Background: an optimization exercise with open tools, aiming at small area and a short achievable clock period. Do not read the settings as production practice. The RTL was checked by simulation tests, not by an equivalence proof against the original design. No activity file was given, so power comes from the tool's default toggle rates.

==> design.v <==
module SatTruncFP(i_z, o_f);
    input [9:0] i_z;
    output [7:0] o_f;
    assign o_f = i_z[9] ? 8'h80 : i_z[8] ? 8'h7f : {~i_z[7], i_z[6:0]};
endmodule
module adder_mult(i_clock, i_reset, i_op, i_f0, i_f1, i_d0, i_d1, o_data);
    input i_clock;
    input i_reset;       
    input i_op;          
    input [7:0] i_f0, i_f1;    
    input [7:0] i_d0, i_d1;    
    output reg [15:0] o_data;
    wire [7:0] a = i_f0;
    wire [7:0] b = i_f1;
    reg [22:0] mcs;
    wire m0 = a[0] & b[0];
    wire m1 = a[0] & b[1];
    wire m2 = a[0] & b[2];
    wire m3 = a[0] & b[3];
    wire m4 = a[0] & b[4];
    wire m5 = a[0] & b[5];
    wire m6 = a[0] & b[6];
    wire m7 = ~(a[0] & b[7]);
    wire m8 = a[1] & b[0];
    wire m9 = a[1] & b[1];
    wire m10 = a[1] & b[2];
    wire m11 = a[1] & b[3];
    wire m12 = a[1] & b[4];
    wire m13 = a[1] & b[5];
    wire m14 = a[1] & b[6];
    wire m15 = ~(a[1] & b[7]);
    wire m16 = a[2] & b[0];
    wire m17 = a[2] & b[1];
    wire m18 = a[2] & b[2];
    wire m19 = a[2] & b[3];
    wire m20 = a[2] & b[4];
    wire m21 = a[2] & b[5];
    wire m22 = a[2] & b[6];
    wire m23 = ~(a[2] & b[7]);
    wire m24 = a[3] & b[0];
    wire m25 = a[3] & b[1];
    wire m26 = a[3] & b[2];
    wire m27 = a[3] & b[3];
    wire m28 = a[3] & b[4];
    wire m29 = a[3] & b[5];
    wire m30 = a[3] & b[6];
    wire m31 = ~(a[3] & b[7]);
    wire m32 = a[4] & b[0];
    wire m33 = a[4] & b[1];
    wire m34 = a[4] & b[2];
    wire m35 = a[4] & b[3];
    wire m36 = a[4] & b[4];
    wire m37 = a[4] & b[5];
    wire m38 = a[4] & b[6];
    wire m39 = ~(a[4] & b[7]);
    wire m40 = a[5] & b[0];
    wire m41 = a[5] & b[1];
    wire m42 = a[5] & b[2];
    wire m43 = a[5] & b[3];
    wire m44 = a[5] & b[4];
    wire m45 = a[5] & b[5];
    wire m46 = a[5] & b[6];
    wire m47 = ~(a[5] & b[7]);
    wire m48 = a[6] & b[0];
    wire m49 = a[6] & b[1];
    wire m50 = a[6] & b[2];
    wire m51 = a[6] & b[3];
    wire m52 = a[6] & b[4];
    wire m53 = a[6] & b[5];
    wire m54 = a[6] & b[6];
    wire m55 = ~(a[6] & b[7]);
    wire m56 = ~(a[7] & b[0]);
    wire m57 = ~(a[7] & b[1]);
    wire m58 = ~(a[7] & b[2]);
    wire m59 = ~(a[7] & b[3]);
    wire m60 = ~(a[7] & b[4]);
    wire m61 = ~(a[7] & b[5]);
    wire m62 = ~(a[7] & b[6]);
    wire m63 = a[7] & b[7];
    wire m64 = m2 ^ m9 ^ m16;
    wire m65 = (m2 & m9) | (m2 & m16) | (m9 & m16);
    wire m66 = m3 ^ m10 ^ m17;
    wire m67 = (m3 & m10) | (m3 & m17) | (m10 & m17);
    wire m68 = m24 ^ m65 ^ m66;
    wire m69 = (m24 & m65) | (m24 & m66) | (m65 & m66);
    wire m70 = m4 ^ m11 ^ m18;
    wire m71 = (m4 & m11) | (m4 & m18) | (m11 & m18);
    wire m72 = m25 ^ m32 ^ m67;
    wire m73 = (m25 & m32) | (m25 & m67) | (m32 & m67);
    wire m74 = m70 ^ m69 ^ m72;
    wire m75 = (m70 & m69) | (m70 & m72) | (m69 & m72);
    wire m76 = m5 ^ m12 ^ m19;
    wire m77 = (m5 & m12) | (m5 & m19) | (m12 & m19);
    wire m78 = m26 ^ m33 ^ m40;
    wire m79 = (m26 & m33) | (m26 & m40) | (m33 & m40);
    wire m80 = m71 ^ m76 ^ m78;
    wire m81 = (m71 & m76) | (m71 & m78) | (m76 & m78);
    wire m82 = m73 ^ m80 ^ m75;
    wire m83 = (m73 & m80) | (m73 & m75) | (m80 & m75);
    wire m84 = m6 ^ m13 ^ m20;
    wire m85 = (m6 & m13) | (m6 & m20) | (m13 & m20);
    wire m86 = m27 ^ m34 ^ m41;
    wire m87 = (m27 & m34) | (m27 & m41) | (m34 & m41);
    wire m88 = m48 ^ m77 ^ m79;
    wire m89 = (m48 & m77) | (m48 & m79) | (m77 & m79);
    wire m90 = m84 ^ m86 ^ m81;
    wire m91 = (m84 & m86) | (m84 & m81) | (m86 & m81);
    wire m92 = m88 ^ m90 ^ m83;
    wire m93 = (m88 & m90) | (m88 & m83) | (m90 & m83);
    wire m94 = m7 ^ m14 ^ m21;
    wire m95 = (m7 & m14) | (m7 & m21) | (m14 & m21);
    wire m96 = m28 ^ m35 ^ m42;
    wire m97 = (m28 & m35) | (m28 & m42) | (m35 & m42);
    wire m98 = m49 ^ m56 ^ m85;
    wire m99 = (m49 & m56) | (m49 & m85) | (m56 & m85);
    wire m100 = m87 ^ m94 ^ m96;
    wire m101 = (m87 & m94) | (m87 & m96) | (m94 & m96);
    wire m102 = m89 ^ m98 ^ m100;
    wire m103 = (m89 & m98) | (m89 & m100) | (m98 & m100);
    wire m104 = m91 ^ m102 ^ m93;
    wire m105 = (m91 & m102) | (m91 & m93) | (m102 & m93);
    wire m106 = ~(m15 ^ m22);
    wire m107 = m15 | m22;
    wire m108 = m29 ^ m36 ^ m43;
    wire m109 = (m29 & m36) | (m29 & m43) | (m36 & m43);
    wire m110 = m50 ^ m57 ^ m95;
    wire m111 = (m50 & m57) | (m50 & m95) | (m57 & m95);
    wire m112 = m97 ^ m106 ^ m108;
    wire m113 = (m97 & m106) | (m97 & m108) | (m106 & m108);
    wire m114 = m99 ^ m101 ^ m110;
    wire m115 = (m99 & m101) | (m99 & m110) | (m101 & m110);
    wire m116 = m112 ^ m103 ^ m114;
    wire m117 = (m112 & m103) | (m112 & m114) | (m103 & m114);
    wire m118 = m23 ^ m30 ^ m37;
    wire m119 = (m23 & m30) | (m23 & m37) | (m30 & m37);
    wire m120 = m44 ^ m51 ^ m58;
    wire m121 = (m44 & m51) | (m44 & m58) | (m51 & m58);
    wire m122 = m107 ^ m109 ^ m118;
    wire m123 = (m107 & m109) | (m107 & m118) | (m109 & m118);
    wire m124 = m120 ^ m111 ^ m113;
    wire m125 = (m120 & m111) | (m120 & m113) | (m111 & m113);
    wire m126 = m122 ^ m115 ^ m124;
    wire m127 = (m122 & m115) | (m122 & m124) | (m115 & m124);
    wire m128 = m31 ^ m38 ^ m45;
    wire m129 = (m31 & m38) | (m31 & m45) | (m38 & m45);
    wire m130 = m52 ^ m59 ^ m119;
    wire m131 = (m52 & m59) | (m52 & m119) | (m59 & m119);
    wire m132 = m121 ^ m128 ^ m123;
    wire m133 = (m121 & m128) | (m121 & m123) | (m128 & m123);
    wire m134 = m130 ^ m125 ^ m132;
    wire m135 = (m130 & m125) | (m130 & m132) | (m125 & m132);
    wire m136 = m39 ^ m46 ^ m53;
    wire m137 = (m39 & m46) | (m39 & m53) | (m46 & m53);
    wire m138 = m60 ^ m129 ^ m136;
    wire m139 = (m60 & m129) | (m60 & m136) | (m129 & m136);
    wire m140 = m131 ^ m138 ^ m133;
    wire m141 = (m131 & m138) | (m131 & m133) | (m138 & m133);
    wire m142 = m47 ^ m54 ^ m61;
    wire m143 = (m47 & m54) | (m47 & m61) | (m54 & m61);
    wire m144 = m137 ^ m142 ^ m139;
    wire m145 = (m137 & m142) | (m137 & m139) | (m142 & m139);
    wire m146 = m55 ^ m62 ^ m143;
    wire m147 = (m55 & m62) | (m55 & m143) | (m62 & m143);
    always @(posedge i_clock) begin
        mcs[0] <= m0;
        mcs[1] <= m1;
        mcs[2] <= m8;
        mcs[3] <= m64;
        mcs[4] <= m68;
        mcs[5] <= m74;
        mcs[6] <= m82;
        mcs[7] <= m92;
        mcs[8] <= m104;
        mcs[9] <= m105;
        mcs[10] <= m116;
        mcs[11] <= m117;
        mcs[12] <= m126;
        mcs[13] <= m127;
        mcs[14] <= m134;
        mcs[15] <= m135;
        mcs[16] <= m140;
        mcs[17] <= m141;
        mcs[18] <= m144;
        mcs[19] <= m145;
        mcs[20] <= m146;
        mcs[21] <= m63;
        mcs[22] <= m147;
    end
    wire [15:0] prod = {1'b1, mcs[21], mcs[19], mcs[17], mcs[15], mcs[13], mcs[11], mcs[9], mcs[8], mcs[7], mcs[6], mcs[5], mcs[4], mcs[3], mcs[1], mcs[0]} + {1'b0, mcs[22], mcs[20], mcs[18], mcs[16], mcs[14], mcs[12], mcs[10], 1'b0, 1'b0, 1'b0, 1'b0, 1'b0, 1'b0, mcs[2], 1'b0};
    wire [15:0] sum = {{8{i_d0[7]}}, i_d0} + {{8{i_d1[7]}}, i_d1};
    always @(posedge i_clock or negedge i_reset) begin
        if (!i_reset) o_data <= 16'd0;
        else o_data <= i_op ? prod : sum;
    end
endmodule
module fir_filter(i_clock, i_reset, i_en, i_signal, o_signal);
    input i_clock;
    input i_reset;       
    input i_en;
    input [7:0] i_signal;
    output reg [7:0] o_signal;
    reg [7:0] dl1;
    reg [7:0] dl2;
    reg [7:0] dl3;
    reg [7:0] dl4;
    reg [7:0] dl5;
    reg [7:0] dl6;
    reg [7:0] dl7;
    reg [7:0] dl8;
    reg [7:0] dl9;
    reg [7:0] dl10;
    reg [7:0] dl11;
    reg [7:0] dl12;
    reg [7:0] dl13;
    reg [7:0] dl14;
    wire [7:0] xe0 = i_signal ^ 8'h7f;
    always @(posedge i_clock) begin
        if (!i_reset) begin
            dl1 <= 8'h7f;
            dl2 <= 8'h7f;
            dl3 <= 8'h80;
            dl4 <= 8'h80;
            dl5 <= 8'h80;
            dl6 <= 8'h80;
            dl7 <= 8'h80;
            dl8 <= 8'h80;
            dl9 <= 8'h80;
            dl10 <= 8'h80;
            dl11 <= 8'h80;
            dl12 <= 8'h7f;
            dl13 <= 8'h7f;
            dl14 <= 8'h7f;
        end else if (i_en) begin
            dl1 <= xe0;
            dl2 <= dl1;
            dl3 <= dl2 ^ 8'hff;
            dl4 <= dl3;
            dl5 <= dl4;
            dl6 <= dl5;
            dl7 <= dl6;
            dl8 <= dl7;
            dl9 <= dl8;
            dl10 <= dl9;
            dl11 <= dl10;
            dl12 <= dl11 ^ 8'hff;
            dl13 <= dl12;
            dl14 <= dl13;
        end
    end
    reg [44:0] cs;
    wire p0 = dl1[0] ^ dl2[0] ^ dl4[0];
    wire p1 = (dl1[0] & dl2[0]) | (dl1[0] & dl4[0]) | (dl2[0] & dl4[0]);
    wire p2 = dl6[0] ^ dl8[0] ^ dl10[0];
    wire p3 = (dl6[0] & dl8[0]) | (dl6[0] & dl10[0]) | (dl8[0] & dl10[0]);
    wire p4 = dl12[0] ^ dl13[0] ^ dl14[0];
    wire p5 = (dl12[0] & dl13[0]) | (dl12[0] & dl14[0]) | (dl13[0] & dl14[0]);
    wire p6 = p0 ^ p2 ^ p4;
    wire p7 = (p0 & p2) | (p0 & p4) | (p2 & p4);
    wire p8 = ~(dl1[1] ^ dl2[1]);
    wire p9 = dl1[1] | dl2[1];
    wire p10 = dl4[1] ^ dl4[0] ^ dl6[1];
    wire p11 = (dl4[1] & dl4[0]) | (dl4[1] & dl6[1]) | (dl4[0] & dl6[1]);
    wire p12 = dl8[1] ^ dl10[1] ^ dl10[0];
    wire p13 = (dl8[1] & dl10[1]) | (dl8[1] & dl10[0]) | (dl10[1] & dl10[0]);
    wire p14 = dl12[1] ^ dl13[1] ^ dl14[1];
    wire p15 = (dl12[1] & dl13[1]) | (dl12[1] & dl14[1]) | (dl13[1] & dl14[1]);
    wire p16 = p1 ^ p3 ^ p5;
    wire p17 = (p1 & p3) | (p1 & p5) | (p3 & p5);
    wire p18 = p8 ^ p10 ^ p12;
    wire p19 = (p8 & p10) | (p8 & p12) | (p10 & p12);
    wire p20 = p14 ^ p7 ^ p16;
    wire p21 = (p14 & p7) | (p14 & p16) | (p7 & p16);
    wire p22 = p18 ^ xe0[1] ^ p20;
    wire p23 = (p18 & xe0[1]) | (p18 & p20) | (xe0[1] & p20);
    wire p24 = ~(dl1[2] ^ dl2[2]);
    wire p25 = dl1[2] | dl2[2];
    wire p26 = dl4[2] ^ dl4[1] ^ dl6[2];
    wire p27 = (dl4[2] & dl4[1]) | (dl4[2] & dl6[2]) | (dl4[1] & dl6[2]);
    wire p28 = dl6[0] ^ dl8[2] ^ dl8[0];
    wire p29 = (dl6[0] & dl8[2]) | (dl6[0] & dl8[0]) | (dl8[2] & dl8[0]);
    wire p30 = dl10[2] ^ dl10[1] ^ dl12[2];
    wire p31 = (dl10[2] & dl10[1]) | (dl10[2] & dl12[2]) | (dl10[1] & dl12[2]);
    wire p32 = dl13[2] ^ dl14[2] ^ p9;
    wire p33 = (dl13[2] & dl14[2]) | (dl13[2] & p9) | (dl14[2] & p9);
    wire p34 = p11 ^ p13 ^ p15;
    wire p35 = (p11 & p13) | (p11 & p15) | (p13 & p15);
    wire p36 = p24 ^ p26 ^ p28;
    wire p37 = (p24 & p26) | (p24 & p28) | (p26 & p28);
    wire p38 = p30 ^ p17 ^ p19;
    wire p39 = (p30 & p17) | (p30 & p19) | (p17 & p19);
    wire p40 = p32 ^ p34 ^ p36;
    wire p41 = (p32 & p34) | (p32 & p36) | (p34 & p36);
    wire p42 = xe0[2] ^ p21 ^ p38;
    wire p43 = (xe0[2] & p21) | (xe0[2] & p38) | (p21 & p38);
    wire p44 = dl1[3] ^ dl2[3] ^ dl4[3];
    wire p45 = (dl1[3] & dl2[3]) | (dl1[3] & dl4[3]) | (dl2[3] & dl4[3]);
    wire p46 = dl4[2] ^ dl5[0] ^ dl6[3];
    wire p47 = (dl4[2] & dl5[0]) | (dl4[2] & dl6[3]) | (dl5[0] & dl6[3]);
    wire p48 = dl6[1] ^ dl6[0] ^ dl8[3];
    wire p49 = (dl6[1] & dl6[0]) | (dl6[1] & dl8[3]) | (dl6[0] & dl8[3]);
    wire p50 = dl8[1] ^ dl8[0] ^ dl9[0];
    wire p51 = (dl8[1] & dl8[0]) | (dl8[1] & dl9[0]) | (dl8[0] & dl9[0]);
    wire p52 = dl10[3] ^ dl10[2] ^ dl12[3];
    wire p53 = (dl10[3] & dl10[2]) | (dl10[3] & dl12[3]) | (dl10[2] & dl12[3]);
    wire p54 = dl13[3] ^ dl14[3] ^ p25;
    wire p55 = (dl13[3] & dl14[3]) | (dl13[3] & p25) | (dl14[3] & p25);
    wire p56 = p27 ^ p29 ^ p31;
    wire p57 = (p27 & p29) | (p27 & p31) | (p29 & p31);
    wire p58 = p44 ^ p46 ^ p48;
    wire p59 = (p44 & p46) | (p44 & p48) | (p46 & p48);
    wire p60 = p50 ^ p52 ^ p33;
    wire p61 = (p50 & p52) | (p50 & p33) | (p52 & p33);
    wire p62 = p35 ^ p37 ^ p54;
    wire p63 = (p35 & p37) | (p35 & p54) | (p37 & p54);
    wire p64 = p56 ^ p58 ^ xe0[3];
    wire p65 = (p56 & p58) | (p56 & xe0[3]) | (p58 & xe0[3]);
    wire p66 = p39 ^ p41 ^ p60;
    wire p67 = (p39 & p41) | (p39 & p60) | (p41 & p60);
    wire p68 = dl1[4] ^ dl2[4] ^ dl4[4];
    wire p69 = (dl1[4] & dl2[4]) | (dl1[4] & dl4[4]) | (dl2[4] & dl4[4]);
    wire p70 = dl4[3] ^ dl5[1] ^ dl6[4];
    wire p71 = (dl4[3] & dl5[1]) | (dl4[3] & dl6[4]) | (dl5[1] & dl6[4]);
    wire p72 = dl6[2] ^ dl6[1] ^ dl7[0];
    wire p73 = (dl6[2] & dl6[1]) | (dl6[2] & dl7[0]) | (dl6[1] & dl7[0]);
    wire p74 = dl8[4] ^ dl8[2] ^ dl8[1];
    wire p75 = (dl8[4] & dl8[2]) | (dl8[4] & dl8[1]) | (dl8[2] & dl8[1]);
    wire p76 = dl9[1] ^ dl10[4] ^ dl10[3];
    wire p77 = (dl9[1] & dl10[4]) | (dl9[1] & dl10[3]) | (dl10[4] & dl10[3]);
    wire p78 = dl12[4] ^ dl13[4] ^ dl14[4];
    wire p79 = (dl12[4] & dl13[4]) | (dl12[4] & dl14[4]) | (dl13[4] & dl14[4]);
    wire p80 = p45 ^ p47 ^ p49;
    wire p81 = (p45 & p47) | (p45 & p49) | (p47 & p49);
    wire p82 = p51 ^ p53 ^ p68;
    wire p83 = (p51 & p53) | (p51 & p68) | (p53 & p68);
    wire p84 = p70 ^ p72 ^ p74;
    wire p85 = (p70 & p72) | (p70 & p74) | (p72 & p74);
    wire p86 = p76 ^ p78 ^ p55;
    wire p87 = (p76 & p78) | (p76 & p55) | (p78 & p55);
    wire p88 = p57 ^ p59 ^ p80;
    wire p89 = (p57 & p59) | (p57 & p80) | (p59 & p80);
    wire p90 = p82 ^ p84 ^ xe0[4];
    wire p91 = (p82 & p84) | (p82 & xe0[4]) | (p84 & xe0[4]);
    wire p92 = p61 ^ p63 ^ p86;
    wire p93 = (p61 & p63) | (p61 & p86) | (p63 & p86);
    wire p94 = dl1[5] ^ dl2[5] ^ dl4[5];
    wire p95 = (dl1[5] & dl2[5]) | (dl1[5] & dl4[5]) | (dl2[5] & dl4[5]);
    wire p96 = dl4[4] ^ dl5[2] ^ dl6[5];
    wire p97 = (dl4[4] & dl5[2]) | (dl4[4] & dl6[5]) | (dl5[2] & dl6[5]);
    wire p98 = dl6[3] ^ dl6[2] ^ dl7[1];
    wire p99 = (dl6[3] & dl6[2]) | (dl6[3] & dl7[1]) | (dl6[2] & dl7[1]);
    wire p100 = dl8[5] ^ dl8[3] ^ dl8[2];
    wire p101 = (dl8[5] & dl8[3]) | (dl8[5] & dl8[2]) | (dl8[3] & dl8[2]);
    wire p102 = dl9[2] ^ dl10[5] ^ dl10[4];
    wire p103 = (dl9[2] & dl10[5]) | (dl9[2] & dl10[4]) | (dl10[5] & dl10[4]);
    wire p104 = dl12[5] ^ dl13[5] ^ dl14[5];
    wire p105 = (dl12[5] & dl13[5]) | (dl12[5] & dl14[5]) | (dl13[5] & dl14[5]);
    wire p106 = p69 ^ p71 ^ p73;
    wire p107 = (p69 & p71) | (p69 & p73) | (p71 & p73);
    wire p108 = p75 ^ p77 ^ p79;
    wire p109 = (p75 & p77) | (p75 & p79) | (p77 & p79);
    wire p110 = p94 ^ p96 ^ p98;
    wire p111 = (p94 & p96) | (p94 & p98) | (p96 & p98);
    wire p112 = p100 ^ p102 ^ p104;
    wire p113 = (p100 & p102) | (p100 & p104) | (p102 & p104);
    wire p114 = p81 ^ p83 ^ p85;
    wire p115 = (p81 & p83) | (p81 & p85) | (p83 & p85);
    wire p116 = p106 ^ p108 ^ p110;
    wire p117 = (p106 & p108) | (p106 & p110) | (p108 & p110);
    wire p118 = p112 ^ xe0[5] ^ p87;
    wire p119 = (p112 & xe0[5]) | (p112 & p87) | (xe0[5] & p87);
    wire p120 = p89 ^ p114 ^ p116;
    wire p121 = (p89 & p114) | (p89 & p116) | (p114 & p116);
    wire p122 = dl1[6] ^ dl2[6] ^ dl4[6];
    wire p123 = (dl1[6] & dl2[6]) | (dl1[6] & dl4[6]) | (dl2[6] & dl4[6]);
    wire p124 = dl4[5] ^ dl5[3] ^ dl6[6];
    wire p125 = (dl4[5] & dl5[3]) | (dl4[5] & dl6[6]) | (dl5[3] & dl6[6]);
    wire p126 = dl6[4] ^ dl6[3] ^ dl7[2];
    wire p127 = (dl6[4] & dl6[3]) | (dl6[4] & dl7[2]) | (dl6[3] & dl7[2]);
    wire p128 = dl8[6] ^ dl8[4] ^ dl8[3];
    wire p129 = (dl8[6] & dl8[4]) | (dl8[6] & dl8[3]) | (dl8[4] & dl8[3]);
    wire p130 = dl9[3] ^ dl10[6] ^ dl10[5];
    wire p131 = (dl9[3] & dl10[6]) | (dl9[3] & dl10[5]) | (dl10[6] & dl10[5]);
    wire p132 = dl12[6] ^ dl13[6] ^ dl14[6];
    wire p133 = (dl12[6] & dl13[6]) | (dl12[6] & dl14[6]) | (dl13[6] & dl14[6]);
    wire p134 = p95 ^ p97 ^ p99;
    wire p135 = (p95 & p97) | (p95 & p99) | (p97 & p99);
    wire p136 = p101 ^ p103 ^ p105;
    wire p137 = (p101 & p103) | (p101 & p105) | (p103 & p105);
    wire p138 = p122 ^ p124 ^ p126;
    wire p139 = (p122 & p124) | (p122 & p126) | (p124 & p126);
    wire p140 = p128 ^ p130 ^ p132;
    wire p141 = (p128 & p130) | (p128 & p132) | (p130 & p132);
    wire p142 = p107 ^ p109 ^ p111;
    wire p143 = (p107 & p109) | (p107 & p111) | (p109 & p111);
    wire p144 = p113 ^ p134 ^ p136;
    wire p145 = (p113 & p134) | (p113 & p136) | (p134 & p136);
    wire p146 = p138 ^ p140 ^ xe0[6];
    wire p147 = (p138 & p140) | (p138 & xe0[6]) | (p140 & xe0[6]);
    wire p148 = p115 ^ p117 ^ p142;
    wire p149 = (p115 & p117) | (p115 & p142) | (p117 & p142);
    wire p150 = dl1[7] ^ dl2[7] ^ dl4[7];
    wire p151 = (dl1[7] & dl2[7]) | (dl1[7] & dl4[7]) | (dl2[7] & dl4[7]);
    wire p152 = dl4[6] ^ dl5[4] ^ dl6[7];
    wire p153 = (dl4[6] & dl5[4]) | (dl4[6] & dl6[7]) | (dl5[4] & dl6[7]);
    wire p154 = dl6[5] ^ dl6[4] ^ dl7[3];
    wire p155 = (dl6[5] & dl6[4]) | (dl6[5] & dl7[3]) | (dl6[4] & dl7[3]);
    wire p156 = dl8[7] ^ dl8[5] ^ dl8[4];
    wire p157 = (dl8[7] & dl8[5]) | (dl8[7] & dl8[4]) | (dl8[5] & dl8[4]);
    wire p158 = dl9[4] ^ dl10[7] ^ dl10[6];
    wire p159 = (dl9[4] & dl10[7]) | (dl9[4] & dl10[6]) | (dl10[7] & dl10[6]);
    wire p160 = dl12[7] ^ dl13[7] ^ dl14[7];
    wire p161 = (dl12[7] & dl13[7]) | (dl12[7] & dl14[7]) | (dl13[7] & dl14[7]);
    wire p162 = p123 ^ p125 ^ p127;
    wire p163 = (p123 & p125) | (p123 & p127) | (p125 & p127);
    wire p164 = p129 ^ p131 ^ p133;
    wire p165 = (p129 & p131) | (p129 & p133) | (p131 & p133);
    wire p166 = p150 ^ p152 ^ p154;
    wire p167 = (p150 & p152) | (p150 & p154) | (p152 & p154);
    wire p168 = p156 ^ p158 ^ p160;
    wire p169 = (p156 & p158) | (p156 & p160) | (p158 & p160);
    wire p170 = p135 ^ p137 ^ p139;
    wire p171 = (p135 & p137) | (p135 & p139) | (p137 & p139);
    wire p172 = p141 ^ p162 ^ p164;
    wire p173 = (p141 & p162) | (p141 & p164) | (p162 & p164);
    wire p174 = p166 ^ p168 ^ xe0[7];
    wire p175 = (p166 & p168) | (p166 & xe0[7]) | (p168 & xe0[7]);
    wire p176 = p143 ^ p145 ^ p170;
    wire p177 = (p143 & p145) | (p143 & p170) | (p145 & p170);
    wire p178 = ~(dl4[7] ^ dl5[5]);
    wire p179 = dl4[7] | dl5[5];
    wire p180 = dl6[6] ^ dl6[5] ^ dl7[4];
    wire p181 = (dl6[6] & dl6[5]) | (dl6[6] & dl7[4]) | (dl6[5] & dl7[4]);
    wire p182 = dl8[6] ^ dl8[5] ^ dl9[5];
    wire p183 = (dl8[6] & dl8[5]) | (dl8[6] & dl9[5]) | (dl8[5] & dl9[5]);
    wire p184 = dl10[7] ^ p151 ^ p153;
    wire p185 = (dl10[7] & p151) | (dl10[7] & p153) | (p151 & p153);
    wire p186 = p155 ^ p157 ^ p159;
    wire p187 = (p155 & p157) | (p155 & p159) | (p157 & p159);
    wire p188 = p161 ^ p178 ^ p180;
    wire p189 = (p161 & p178) | (p161 & p180) | (p178 & p180);
    wire p190 = p182 ^ p163 ^ p165;
    wire p191 = (p182 & p163) | (p182 & p165) | (p163 & p165);
    wire p192 = p167 ^ p169 ^ p184;
    wire p193 = (p167 & p169) | (p167 & p184) | (p169 & p184);
    wire p194 = p186 ^ p188 ^ p171;
    wire p195 = (p186 & p188) | (p186 & p171) | (p188 & p171);
    wire p196 = p173 ^ p190 ^ p192;
    wire p197 = (p173 & p190) | (p173 & p192) | (p190 & p192);
    wire p198 = dl5[6] ^ dl6[7] ^ dl6[6];
    wire p199 = (dl5[6] & dl6[7]) | (dl5[6] & dl6[6]) | (dl6[7] & dl6[6]);
    wire p200 = dl7[5] ^ dl8[7] ^ dl8[6];
    wire p201 = (dl7[5] & dl8[7]) | (dl7[5] & dl8[6]) | (dl8[7] & dl8[6]);
    wire p202 = dl9[6] ^ p179 ^ p181;
    wire p203 = (dl9[6] & p179) | (dl9[6] & p181) | (p179 & p181);
    wire p204 = p183 ^ p198 ^ p200;
    wire p205 = (p183 & p198) | (p183 & p200) | (p198 & p200);
    wire p206 = p185 ^ p187 ^ p189;
    wire p207 = (p185 & p187) | (p185 & p189) | (p187 & p189);
    wire p208 = p202 ^ p204 ^ p191;
    wire p209 = (p202 & p204) | (p202 & p191) | (p204 & p191);
    wire p210 = ~(dl5[7] ^ dl6[7]);
    wire p211 = dl5[7] | dl6[7];
    wire p212 = dl7[6] ^ dl8[7] ^ dl9[7];
    wire p213 = (dl7[6] & dl8[7]) | (dl7[6] & dl9[7]) | (dl8[7] & dl9[7]);
    wire p214 = p199 ^ p201 ^ p210;
    wire p215 = (p199 & p201) | (p199 & p210) | (p201 & p210);
    wire p216 = p212 ^ p203 ^ p205;
    wire p217 = (p212 & p203) | (p212 & p205) | (p203 & p205);
    wire p218 = p214 ^ p207 ^ p216;
    wire p219 = (p214 & p207) | (p214 & p216) | (p207 & p216);
    wire p220 = ~(dl7[7] ^ p211);
    wire p221 = dl7[7] | p211;
    wire p222 = p213 ^ p215 ^ p220;
    wire p223 = (p213 & p215) | (p213 & p220) | (p215 & p220);
    wire p224 = ~(p221 ^ p223);
    wire p225 = p221 | p223;
    always @(posedge i_clock) begin
        cs[0] <= xe0[0];
        cs[1] <= p6;
        cs[2] <= p22;
        cs[3] <= p40;
        cs[4] <= p23;
        cs[5] <= p42;
        cs[6] <= p62;
        cs[7] <= p64;
        cs[8] <= p43;
        cs[9] <= p66;
        cs[10] <= p88;
        cs[11] <= p65;
        cs[12] <= p90;
        cs[13] <= p67;
        cs[14] <= p92;
        cs[15] <= p91;
        cs[16] <= p93;
        cs[17] <= p118;
        cs[18] <= p120;
        cs[19] <= p144;
        cs[20] <= p146;
        cs[21] <= p119;
        cs[22] <= p121;
        cs[23] <= p148;
        cs[24] <= p172;
        cs[25] <= p147;
        cs[26] <= p174;
        cs[27] <= p149;
        cs[28] <= p176;
        cs[29] <= p175;
        cs[30] <= p177;
        cs[31] <= p194;
        cs[32] <= p196;
        cs[33] <= p193;
        cs[34] <= p206;
        cs[35] <= p195;
        cs[36] <= p197;
        cs[37] <= p208;
        cs[38] <= p209;
        cs[39] <= p218;
        cs[40] <= p217;
        cs[41] <= p222;
        cs[42] <= p219;
        cs[43] <= p224;
        cs[44] <= p225;
    end
    wire q226 = cs[3] ^ cs[4] ^ cs[5];
    wire q227 = (cs[3] & cs[4]) | (cs[3] & cs[5]) | (cs[4] & cs[5]);
    wire q228 = cs[6] ^ cs[7] ^ cs[8];
    wire q229 = (cs[6] & cs[7]) | (cs[6] & cs[8]) | (cs[7] & cs[8]);
    wire q230 = cs[9] ^ q227 ^ q228;
    wire q231 = (cs[9] & q227) | (cs[9] & q228) | (q227 & q228);
    wire q232 = cs[10] ^ cs[11] ^ cs[12];
    wire q233 = (cs[10] & cs[11]) | (cs[10] & cs[12]) | (cs[11] & cs[12]);
    wire q234 = cs[13] ^ cs[14] ^ q229;
    wire q235 = (cs[13] & cs[14]) | (cs[13] & q229) | (cs[14] & q229);
    wire q236 = q232 ^ q231 ^ q234;
    wire q237 = (q232 & q231) | (q232 & q234) | (q231 & q234);
    wire q238 = cs[15] ^ cs[16] ^ cs[17];
    wire q239 = (cs[15] & cs[16]) | (cs[15] & cs[17]) | (cs[16] & cs[17]);
    wire q240 = cs[18] ^ q233 ^ q238;
    wire q241 = (cs[18] & q233) | (cs[18] & q238) | (q233 & q238);
    wire q242 = q235 ^ q240 ^ q237;
    wire q243 = (q235 & q240) | (q235 & q237) | (q240 & q237);
    wire q244 = cs[19] ^ cs[20] ^ cs[21];
    wire q245 = (cs[19] & cs[20]) | (cs[19] & cs[21]) | (cs[20] & cs[21]);
    wire q246 = cs[22] ^ cs[23] ^ q239;
    wire q247 = (cs[22] & cs[23]) | (cs[22] & q239) | (cs[23] & q239);
    wire q248 = q244 ^ q241 ^ q246;
    wire q249 = (q244 & q241) | (q244 & q246) | (q241 & q246);
    wire q250 = cs[24] ^ cs[25] ^ cs[26];
    wire q251 = (cs[24] & cs[25]) | (cs[24] & cs[26]) | (cs[25] & cs[26]);
    wire q252 = cs[27] ^ cs[28] ^ q245;
    wire q253 = (cs[27] & cs[28]) | (cs[27] & q245) | (cs[28] & q245);
    wire q254 = q250 ^ q247 ^ q252;
    wire q255 = (q250 & q247) | (q250 & q252) | (q247 & q252);
    wire q256 = cs[29] ^ cs[30] ^ cs[31];
    wire q257 = (cs[29] & cs[30]) | (cs[29] & cs[31]) | (cs[30] & cs[31]);
    wire q258 = cs[32] ^ q251 ^ q256;
    wire q259 = (cs[32] & q251) | (cs[32] & q256) | (q251 & q256);
    wire q260 = q253 ^ q258 ^ q255;
    wire q261 = (q253 & q258) | (q253 & q255) | (q258 & q255);
    wire q262 = cs[33] ^ cs[34] ^ cs[35];
    wire q263 = (cs[33] & cs[34]) | (cs[33] & cs[35]) | (cs[34] & cs[35]);
    wire q264 = cs[36] ^ cs[37] ^ q257;
    wire q265 = (cs[36] & cs[37]) | (cs[36] & q257) | (cs[37] & q257);
    wire q266 = q262 ^ q259 ^ q264;
    wire q267 = (q262 & q259) | (q262 & q264) | (q259 & q264);
    wire q268 = cs[38] ^ cs[39] ^ q263;
    wire q269 = (cs[38] & cs[39]) | (cs[38] & q263) | (cs[39] & q263);
    wire q270 = q265 ^ q268 ^ q267;
    wire q271 = (q265 & q268) | (q265 & q267) | (q268 & q267);
    wire q272 = cs[40] ^ cs[41] ^ cs[42];
    wire q273 = (cs[40] & cs[41]) | (cs[40] & cs[42]) | (cs[41] & cs[42]);
    wire q274 = q272 ^ q269 ^ q271;
    wire q275 = (q272 & q269) | (q272 & q271) | (q269 & q271);
    wire q276 = cs[43] ^ q273 ^ q275;
    wire q277 = (cs[43] & q273) | (cs[43] & q275) | (q273 & q275);
    wire q278 = ~(cs[44] ^ q277);
    wire q279 = cs[44] | q277;
    wire [15:0] z = {1'b1, 1'b1, q278, q276, q274, q270, q261, q260, q249, q243, q242, q236, q230, q226, cs[2], cs[0]} + {1'b0, q279, 1'b0, 1'b0, 1'b0, 1'b0, q266, 1'b0, q254, q248, 1'b0, 1'b0, 1'b0, 1'b0, 1'b0, cs[1]};
    wire [7:0] f;
    SatTruncFP u_sat(.i_z(z[15:6]), .o_f(f));
    always @(posedge i_clock) o_signal <= f;
endmodule
module fir_dual_arith(i_clock, i_reset, i_enable, i_op, i_sample0, i_sample1, o_data0, o_data1);
    input i_clock;
    input i_reset;       
    input i_enable;
    input i_op;
    input [7:0] i_sample0;
    input [7:0] i_sample1;
    output [15:0] o_data0;
    output [15:0] o_data1;
    wire [7:0] w_f0, w_f1;
    fir_filter u_fir_filter0(.i_clock(i_clock), .i_reset(i_reset), .i_en(i_enable), .i_signal(i_sample0), .o_signal(w_f0));
    fir_filter u_fir_filter1(.i_clock(i_clock), .i_reset(i_reset), .i_en(i_enable), .i_signal(i_sample1), .o_signal(w_f1));
    wire [7:0] w_s0 = w_f0;
    wire [7:0] w_s1 = w_f1;
    reg [15:0] r_data0;
    always @(posedge i_clock) r_data0 <= {w_s1, w_s0};
    assign o_data0 = r_data0;
    adder_mult u_adder_mult(.i_clock(i_clock), .i_reset(i_reset), .i_op(i_op), .i_f0(w_s0), .i_f1(w_s1),
        .i_d0(r_data0[7:0]), .i_d1(r_data0[15:8]), .o_data(o_data1));
endmodule
==> run.sh <==
#!/bin/bash
# synth_recipe.tcl (not shown) runs the flow's synth.tcl, then flattens the netlist and writes it again
# the make line also repeats each setting of config.mk as NAME=value (left out here)
make -C /OpenROAD-flow-scripts/flow DESIGN_CONFIG=/design/flow/config.mk WORK_HOME=/design/flow/orfs CLKGATE_MAP_FILE= SYNTH_SCRIPT=/design/flow/synth_recipe.tcl finish
==> config.mk <==
export PLATFORM = sky130hd
export DESIGN_NAME = fir_dual_arith
export DESIGN_NICKNAME = fir_dual_arith
export VERILOG_FILES = /design/flow/design.v
export SDC_FILE = /design/flow/constraint.sdc
export NUM_CORES = 4
export LEC_CHECK = 0
export CAP_MARGIN = 20
export CORE_MARGIN = 2
export CORE_UTILIZATION = 40
export SETUP_SLACK_MARGIN = 4.0
export SLEW_MARGIN = 20
==> constraint.sdc <==
create_clock -name core_clock -period 6.5 [get_ports {i_clock}]
set_input_delay 1.3000 -clock core_clock [delete_from_list [all_inputs] [get_ports {i_clock}]]
set_output_delay 1.3000 -clock core_clock [all_outputs]
set_load 0.01 [all_outputs]
==> metrics.md, run 1 <==
| Metric | Value |
|---|---|
| Final nets | 2,464 |
| Worst hold margin | 415 ps |
| DR pass1 iterations | 4 |
| Via/cell ratio | 4.47 |
| H-tree depth | 2 |
| Initial antenna violation count | 0 |
| Most frequent cells in the layout | 441 x inv_1, 290 x dfxtp_1, 254 x fa_1 |
| Total gr overflow | 0 |
| Critical Path, Cell by Cell | fa_2 -> fa_1 -> fa_2 -> fa_2 -> fa_2 -> inv_2 -> fa_2 -> nand2b_4 -> nor2_4 -> nand2_4 -> a21boi_1 -> a21oi_1 |
| CTS Root Cell | clkbuf_16 |
| Final Cycle Share | 51.8% |
| VDD IR-drop max | 0.250 mV |
| Gr usage total | 15.0% |
| Vias in the first global route | 13.7k |
| Post-Layout Inst Area | 25,100 µm² |
| DRC errors left | 0 |
| Post-synthesis compound-gate area fraction | 4.49% |
| Post-synth ARST share | 4.16% |
| Largest family of logic cells by synthesized area | adder cells |
| Arrival time worst endpoint | 3860 ps |
| Top Metal Used | met4 |
| Starting Density | 40.6% |
| Yosys cell types | 52 |
| Pwr Total | 10.3 mW |
| Boundary pin count | 52 |
| Fin util | 47.6% |
| Net count after synthesis | 2,369 |
| Crit path time final | 3370 ps |
| Diode count | 0 |
| Critical Path Max Stage Delay | 450 ps |
| Max Cap Viol | 0 |
| Main synth FF type | dfxtp_1 |
| Seq/Total Area, Yosys | 36.4% |
| Placed Instance Area | 22,700 µm² |
| Worst Clk Skew | 19.1 ps |
| Worst-skew pair later-pin latency | 580 ps |
| CTS tree | done |
| GPL Wtd Cong | 0.789 |
| WL per Instance | 14.0 µm |
| RSZ-0062 raised after global routing | true |
| CTS Sinks | 385 |
| Slew HR | 44.9% |
| Largest net degree at the start of global routing | 127 |
| Total negative setup slack | 0 ps |
| Dpl ws | 3060 ps |
| Area fraction in and, or, nand and nor cells after synthesis | 9.59% |
| Placed Cells incl. Taps | 2,681 |
| Core Footprint | 52,800 µm² |
| Most common cell after layout, fill and taps aside | inv_1 |
| Die width | 235 µm |
| Synth-to-layout area growth | 17.3% |
| Setup ws final | 3130 ps |
| Worst slew pin tran | 827 ps |
| Die Y | 235 µm |
| Worst-path clk slew | 60 ps |
| RR Startpoint | u_fir_filter1.cs[29] |
| CP Class | reg -> reg |
| Final WL | 39,500 µm |
| Power density over cell area | 409 nW/µm² |
| Crit-path leading delay family | adder cells |
| Hold Path Origin | u_fir_filter1.o_signal[2] |
| Avg Inst Size Synth | 10.7 µm² |
| EDFF count, synth | 0 |
| Crit end category | register |
| Endpoints failing hold | 0 |
| Routed met1 length | 18,300 µm |
| Final antenna-violating net count | 0 |
| CTS Buf Count | 44 |
| Hold crit path type | reg -> reg |
| Met2 Wirelength | 19,100 µm |
| Req. time, crit path | 6990 ps |
| Layout Cells excl Fill | 2,818 |
| Via Count | 12.6k |
| WP buf/inv | 1 |
| PortBufs | 51 |
| Share of cells above drive strength 1 | 17.7% |
| Wire length of the first global-routing pass | 67,800 µm |
| Longest Clk Path Bufs | 3 |
| Cell area after synthesis | 21,400 µm² |
| Slew Viols, Final | 0 |
| Met3 wire len | 1250 µm |
| Max stage delay cell, worst path | fa_1 |
| Max Clock Freq | 297 MHz |
| Initial DRC count | 475 |
| Leak pwr | 11.4 nW |
| CP startpoint | u_fir_filter1.cs[29] |
| Final setup viols | 0 |
| Full die area | 55,400 µm² |
| Most frequent CP cell | fa_2 |
| Status | no timing/DRC/antenna violations |
| Yosys warns | 3 |
| Critical path launch point type | register |
| Number of synthesized register bits | 385 |
| # rows | 84 |
| Post-synthesis mux area share | 7.91% |
| Synth Instances | 2,001 |
| Post-cts hold buffer count | 0 |
| Post-synthesis adder-cell area fraction | 31.1% |
| Synth Area in XOR/XNOR | 0.982% |
| Crit Path Max Fanout | 4 |
| DP HPWL | 28,500 µm |
==> what timing repair did <==
item,in CTS,in global routing
endpoints found under the setup margin,138,82
resized for setup,201,109
pin swaps,32,45
buffers inserted,29,28
==> worst paths after layout <==
check,cells after the start,slack [ps],end
max,12,3130,u_fir_filter1.o_signal[2]
max in group asynchronous,1,5190,u_adder_mult.o_data[8]
min in group asynchronous,1,810,u_adder_mult.o_data[2]
max reg2reg,12,3130,u_fir_filter1.o_signal[2]
min reg2reg,0,420,r_data0[10]
min,0,420,r_data0[10]
==> logic make-up after synthesis <==
| group | after synthesis |
|---|---|
| AO/OA/AOI/OAI | 144 |
| XOR/XNOR | 24 |
| adder cells (fa/ha/maj) | 348 |
| buffers and inverters | 533 |
| flip-flops | 385 |
| multiplexers | 169 |
| AND/OR/NAND/NOR | 398 |
==> cell usage after synthesis (all sizes together) (3+ instances only) <==
| cell type | instances | share of area, % |
|---|---|---|
| a21o | 4 | 0.18 |
| a21oi | 25 | 0.62 |
| a31o | 6 | 0.25 |
| a31oi | 6 | 0.18 |
| and2 | 46 | 1.4 |
| and3 | 3 | 0.088 |
| buf | 30 | 0.71 |
| clkbuf | 33 | 0.58 |
| dfrtp | 16 | 1.9 |
| dfxtp | 369 | 34 |
| fa | 308 | 29 |
| ha | 40 | 2.3 |
| inv | 470 | 8.2 |
| mux2i | 168 | 7.9 |
| nand2 | 171 | 3.0 |
| nand2b | 3 | 0.088 |
| nand3 | 8 | 0.19 |
| nand4 | 3 | 0.088 |
| nor2 | 17 | 0.30 |
| nor2b | 132 | 3.9 |
| nor3 | 7 | 0.16 |
| o211ai | 29 | 1.0 |
| o21ai | 47 | 1.1 |
| o22ai | 6 | 0.18 |
| o31ai | 3 | 0.11 |
| or3 | 3 | 0.088 |
| xnor2 | 13 | 0.53 |
| xor2 | 11 | 0.45 |
==> registers in the layout (all words and copies together) (netlist names), 16 cells and up <==
| register | cells |
|---|---|
| u_adder_mult.mcs | 23 |
| u_adder_mult.o_data | 16 |
| r_data0 | 16 |
| u_fir_filter1.cs | 45 |
| u_fir_filter0.cs | 45 |
==> where the power goes <==
group,switching (mW),internal (mW)
registers,0.274,2.81
clock network,0.991,1.53
logic,2.41,2.26
==> metal layers <==
metal / GRT usage [%] / up-vias
met5: 0 / -
met4: 3.94 / 0
met3: 2.77 / 57
met2: 25.9 / 131
met1: 19.3 / 6197
li1: - / 6212
==> final cells by class <==
| class | count | area [µm²] |
|---|---|---|
| Clock buffer | 64 | 1280 |
| Clock inverter | 16 | 205 |
| Fill cell | 4791 | 27700 |
| Inverter | 470 | 1770 |
| Multi-Input combinational cell | 1083 | 12000 |
| Sequential cell | 385 | 7980 |
| Tap cell | 688 | 861 |
| Timing Repair Buffer | 112 | 1030 |
==> run 2: changes to the inputs <==
--- a/config.mk
+++ b/config.mk
@@ -8,5 +8,4 @@
 export CAP_MARGIN = 20
 export CORE_MARGIN = 2
 export CORE_UTILIZATION = 40
-export SETUP_SLACK_MARGIN = 4.0
 export SLEW_MARGIN = 20
==> run 2 against run 1 <==
Still clean. Maximum frequency shrank 13%. Utilization shrank 1.9 points. Non-clock buffer count shrank 58. Count of clock-buffer cells in the layout shrank 6. Clock power grew 3%. Die area is the same. Combinational power shrank 15%. Cell area shrank 4.1%. First-iteration DRC count grew 22%. Via count shrank 1.3%. Wire length shrank 2.8%. Highest routed layer unchanged.
==> metrics.md, run 2 <==
| Metric | Value |
|---|---|
| Synth-to-layout area growth | 12.5% |
| Total gr overflow | 0 (unchanged) |
| Leak pwr | 11.0 nW (-3.0%) |
| Final Cycle Share | 59.4% (+7.6 points) |
| Critical Path Stages | 12 (unchanged) |
| Die width | 235 µm (unchanged) |
| Final setup viols | 0 (unchanged) |
| Area leader, netlist | dfxtp_1 |
| Slew Viols, Final | 0 (unchanged) |
| Vias in the first global route | 13.4k (-2.2%) |
| Boundary pin count | 52 (unchanged) |
| Status | no timing/DRC/antenna violations |
| CP Class | reg -> reg |
| Post-cts hold buffer count | 0 (unchanged) |
| Die Y | 235 µm (unchanged) |
| DP HPWL | 28,600 µm (+0.17%) |
| Gr usage total | 14.6% (-0.37 points) |
| End of the critical path | u_fir_filter0.o_signal[6] |
| Power density over cell area | 401 nW/µm² (-2.1%) |
| Yosys cell types | 52 (unchanged) |
| Pwr Total | 9.65 mW (-6.0%) |
| GPL Wtd Cong | 0.815 (+3.2%) |
| Yosys warns | 3 (unchanged) |
| Crit path time final | 3860 ps (+496 ps) |
| Synth area leaders | dfxtp_1 34%, fa_1 29%, inv_1 8.2% |
| CTS Root Cell | clkbuf_16 |
| Max Clock Freq | 259 MHz (-13%) |
| Endpoints failing hold | 0 (unchanged) |
| Final antenna-violating net count | 0 (unchanged) |
| Fin util | 45.7% (-1.9 points) |
| Starting Density | 40.6% (unchanged) |
| PostCTS Resize Cnt | 0 (-100%) |
| Most common cell after layout, fill and taps aside | inv_1 |
| Total negative setup slack | 0 ps (unchanged) |
| Reg2Reg Setup Slack | 2640 ps (-500 ps) |
| PortBufs | 51 (unchanged) |
| Synth Instances | 2,001 (unchanged) |
| Crit Path Max Fanout | 12 (+8) |
| # rows | 84 (unchanged) |
| Diode count | 0 (unchanged) |
| Via/cell ratio | 4.51 (+0.84%) |
| Most frequent cells in the layout | 469 x inv_1, 369 x dfxtp_1, 308 x fa_1 |
| Register area | 7790 µm² (-2.4%) |
| Worst Clk Skew | 15.7 ps (-3.41 ps) |
| Largest net degree at the start of global routing | 143 (+13%) |
| Final nets | 2,406 (-2.4%) |
| Net count after synthesis | 2,369 (unchanged) |
| Longest Clk Path Bufs | 3 (unchanged) |
| EDFF count, synth | 0 (unchanged) |
| Core Footprint | 52,800 µm² (unchanged) |
| Wire length of the first global-routing pass | 66,700 µm (-1.7%) |
| CTS Sinks | 385 (unchanged) |
| DRC errors left | 0 (unchanged) |
| Worst R2R Path Depth | 12 (unchanged) |
| Worst-path clk slew | 60 ps (about the same) |
| Seq/Total Area, Yosys | 36.4% (unchanged) |
| Hold crit path type | reg -> reg |
| Via Count | 12.4k (-1.3%) |
| Crit end category | register |
| Initial DRC count | 580 (+22%) |
| Area of the multi-input gates | 11,600 µm² (-3.4%) |
| Share of cells above drive strength 1 | 4.64% (-13 points) |
| Worst-skew pair later-pin latency | 570 ps (about the same) |
| Critical Path Max Stage Delay | 500 ps (+50 ps) |
| Req. time, crit path | 7000 ps (about the same) |
| Arrival time worst endpoint | 4370 ps (+510 ps) |
| CTS tree | done |
| Initial antenna violation count | 0 (unchanged) |
| RR Startpoint | u_fir_filter0.cs[29] |
| H-tree depth | 2 (unchanged) |
| WP buf/inv | 1 (unchanged) |
| Regs by FF count | u_fir_filter0.cs (45), u_fir_filter1.cs (45), u_adder_mult.mcs (23) |
| Share of the synthesized area in the top cell type | 34.5% (unchanged) |
| Max Cap Viol | 0 (unchanged) |
| Avg Inst Size Synth | 10.7 µm² (unchanged) |
| CTS Buf Count | 44 (unchanged) |
| RSZ-0062 raised after global routing | false |
| Critical Path, Cell by Cell | fa_1 -> fa_1 -> fa_1 -> fa_1 -> fa_1 -> inv_1 -> fa_1 -> ha_1 -> and2_1 -> nand2_1 -> mux2i_1 -> a31o_1 |
| WL per Instance | 13.9 µm (-0.69%) |
| Crit-path leading delay family | adder cells |
| Synth top cells by count | 469 x inv_1, 369 x dfxtp_1, 308 x fa_1, 170 x nand2_1, 168 x mux2i_1 |
| Final WL | 38,400 µm (-2.8%) |
| VDD IR-drop max | 0.240 mV (-4.0%) |
| Cell area after synthesis | 21,400 µm² (unchanged) |
| Number of synthesized register bits | 385 (unchanged) |
| Main synth FF type | dfxtp_1 |
| Slew HR | 32.0% (-13 points) |
| CP startpoint | u_fir_filter0.cs[29] |
| Post-synth ARST share | 4.16% (unchanged) |
| Full die area | 55,400 µm² (unchanged) |
| Worst slew pin tran | 1020 ps (+193 ps) |
| Most frequent cell after synthesis | inv_1 |
| Critical path launch point type | register |
| DR pass1 iterations | 5 (+1) |
| Fill cells | 4,919 (+2.7%) |
| RR Endpoint | u_fir_filter0.o_signal[6] |
| Max stage delay cell, worst path | fa_1 |
| Post-CTS setup buffers | 0 (-100%) |
| Most frequent CP cell | fa_1 |
[run 2: changes by cell type in the layout (fill, tap and decap cells not counted), moves of 26 or more]
cell             change
inv_1               +28
dfxtp_1             +79
dfxtp_4             -37
fa_2                -54
fa_1                +54
buf_4               -45
dfxtp_2             -42
inv_2               -26
clkdlybuf4s50_1     +33
[run 2: worst min path at each step]
stage	slack, ps	from	end	cells past startpoint
after floorplan	390	u_fir_filter1.o_signal[2]	r_data0[10]	0
after global placement	440	u_adder_mult.mcs[0]	u_adder_mult.o_data[0]	1
after detailed placement	450	u_adder_mult.mcs[0]	u_adder_mult.o_data[0]	1
after CTS	470	u_adder_mult.mcs[0]	u_adder_mult.o_data[0]	1
after global routing	470	u_adder_mult.mcs[0]	u_adder_mult.o_data[0]	1
final	460	u_adder_mult.mcs[0]	u_adder_mult.o_data[0]	1
[run 2: cell type report]
class,instances,area share (%)
Sequential cell,385,32.3
Tap cell,688,3.57
Clock inverter,21,1.13
Timing Repair Buffer,54,2.34
Clock buffer,58,5.21
Multi-Input combinational cell,1083,48.1
Inverter,470,7.32
[run 2: cells by family (layout without fill, tap and decap cells)]
group | Yosys count | count (layout) | synth area share, %
mux | 169 | 169 | 7.91
buf+inv | 533 | 603 | 9.53
fa+ha+maj | 348 | 348 | 31.1
flops | 385 | 385 | 36.4
xor+xnor | 24 | 24 | 0.982
compound gates | 144 | 144 | 4.49
simple gates | 398 | 398 | 9.59
[run 2: through the flow]
| step | hold slack [ps] | cells | worst slack (ps) | instance area (µm²) |
|---|---|---|---|---|
| CTS | 467 | 2759 | 2630 | 24100 |
| global placement | 445 | 2680 | 2770 | 22600 |
| finish | 463 | 2759 | 2640 | 24100 |
| floorplan | 394 | 2001 | 2880 | 21400 |
| global route | 468 | 2759 | 2380 | 24100 |
| detailed placement | 448 | 2680 | 2660 | 22600 |
[run 2: where the power goes]
part	switching [mW]	leakage, nW	internal, mW
Combinational	2.13	7.04	1.85
Sequential	0.293	3.22	2.79
Clock	0.992	0.755	1.60
Total	3.41	11.0	6.24
[run 2: routing by layer]
metal  up-vias  GRT usage (%)  part of all wire [%]  wire length, µm
li1       6097              -                     -                -
met2       160           24.9                    48            18400
met1      6123           19.4                    47            18000
met4         0           4.07                   1.9              719
met5         -              0                     0                0
met3        57           2.23                   3.5             1330

-- separate check: timing with driven ports --
The flow's constraints put no driver on any port. The routed layouts listed below were extracted and timed again, unchanged, in two steps. Step 1 assumes that a clkbuf_16 drives the clock port and a buf_2 every other input. Step 2 moves the port delays by t, midway between the first and last clock arrival at a register: inputs arrive t later, outputs are due t later. That takes back most of the time a late clock gives input paths. Three values: ideal ports, drivers, drivers and shift; two values: the first two.
| run | t, ns | setup WS [ns] | hold WS [ns] | worst setup path at the end | worst register clock-pin slew, ns |
|---|---|---|---|---|---|
| run 1 | 0.619 | 3.132 / 3.132 / 3.132 | 0.415 / 0.415 / 0.415 | register to register | 0.06 / 0.06 |
| run 2 | 0.612 | 2.636 / 2.636 / 2.636 | 0.463 / 0.463 / 0.463 | register to register | 0.06 / 0.06 |
After both steps every run listed still meets setup and hold.
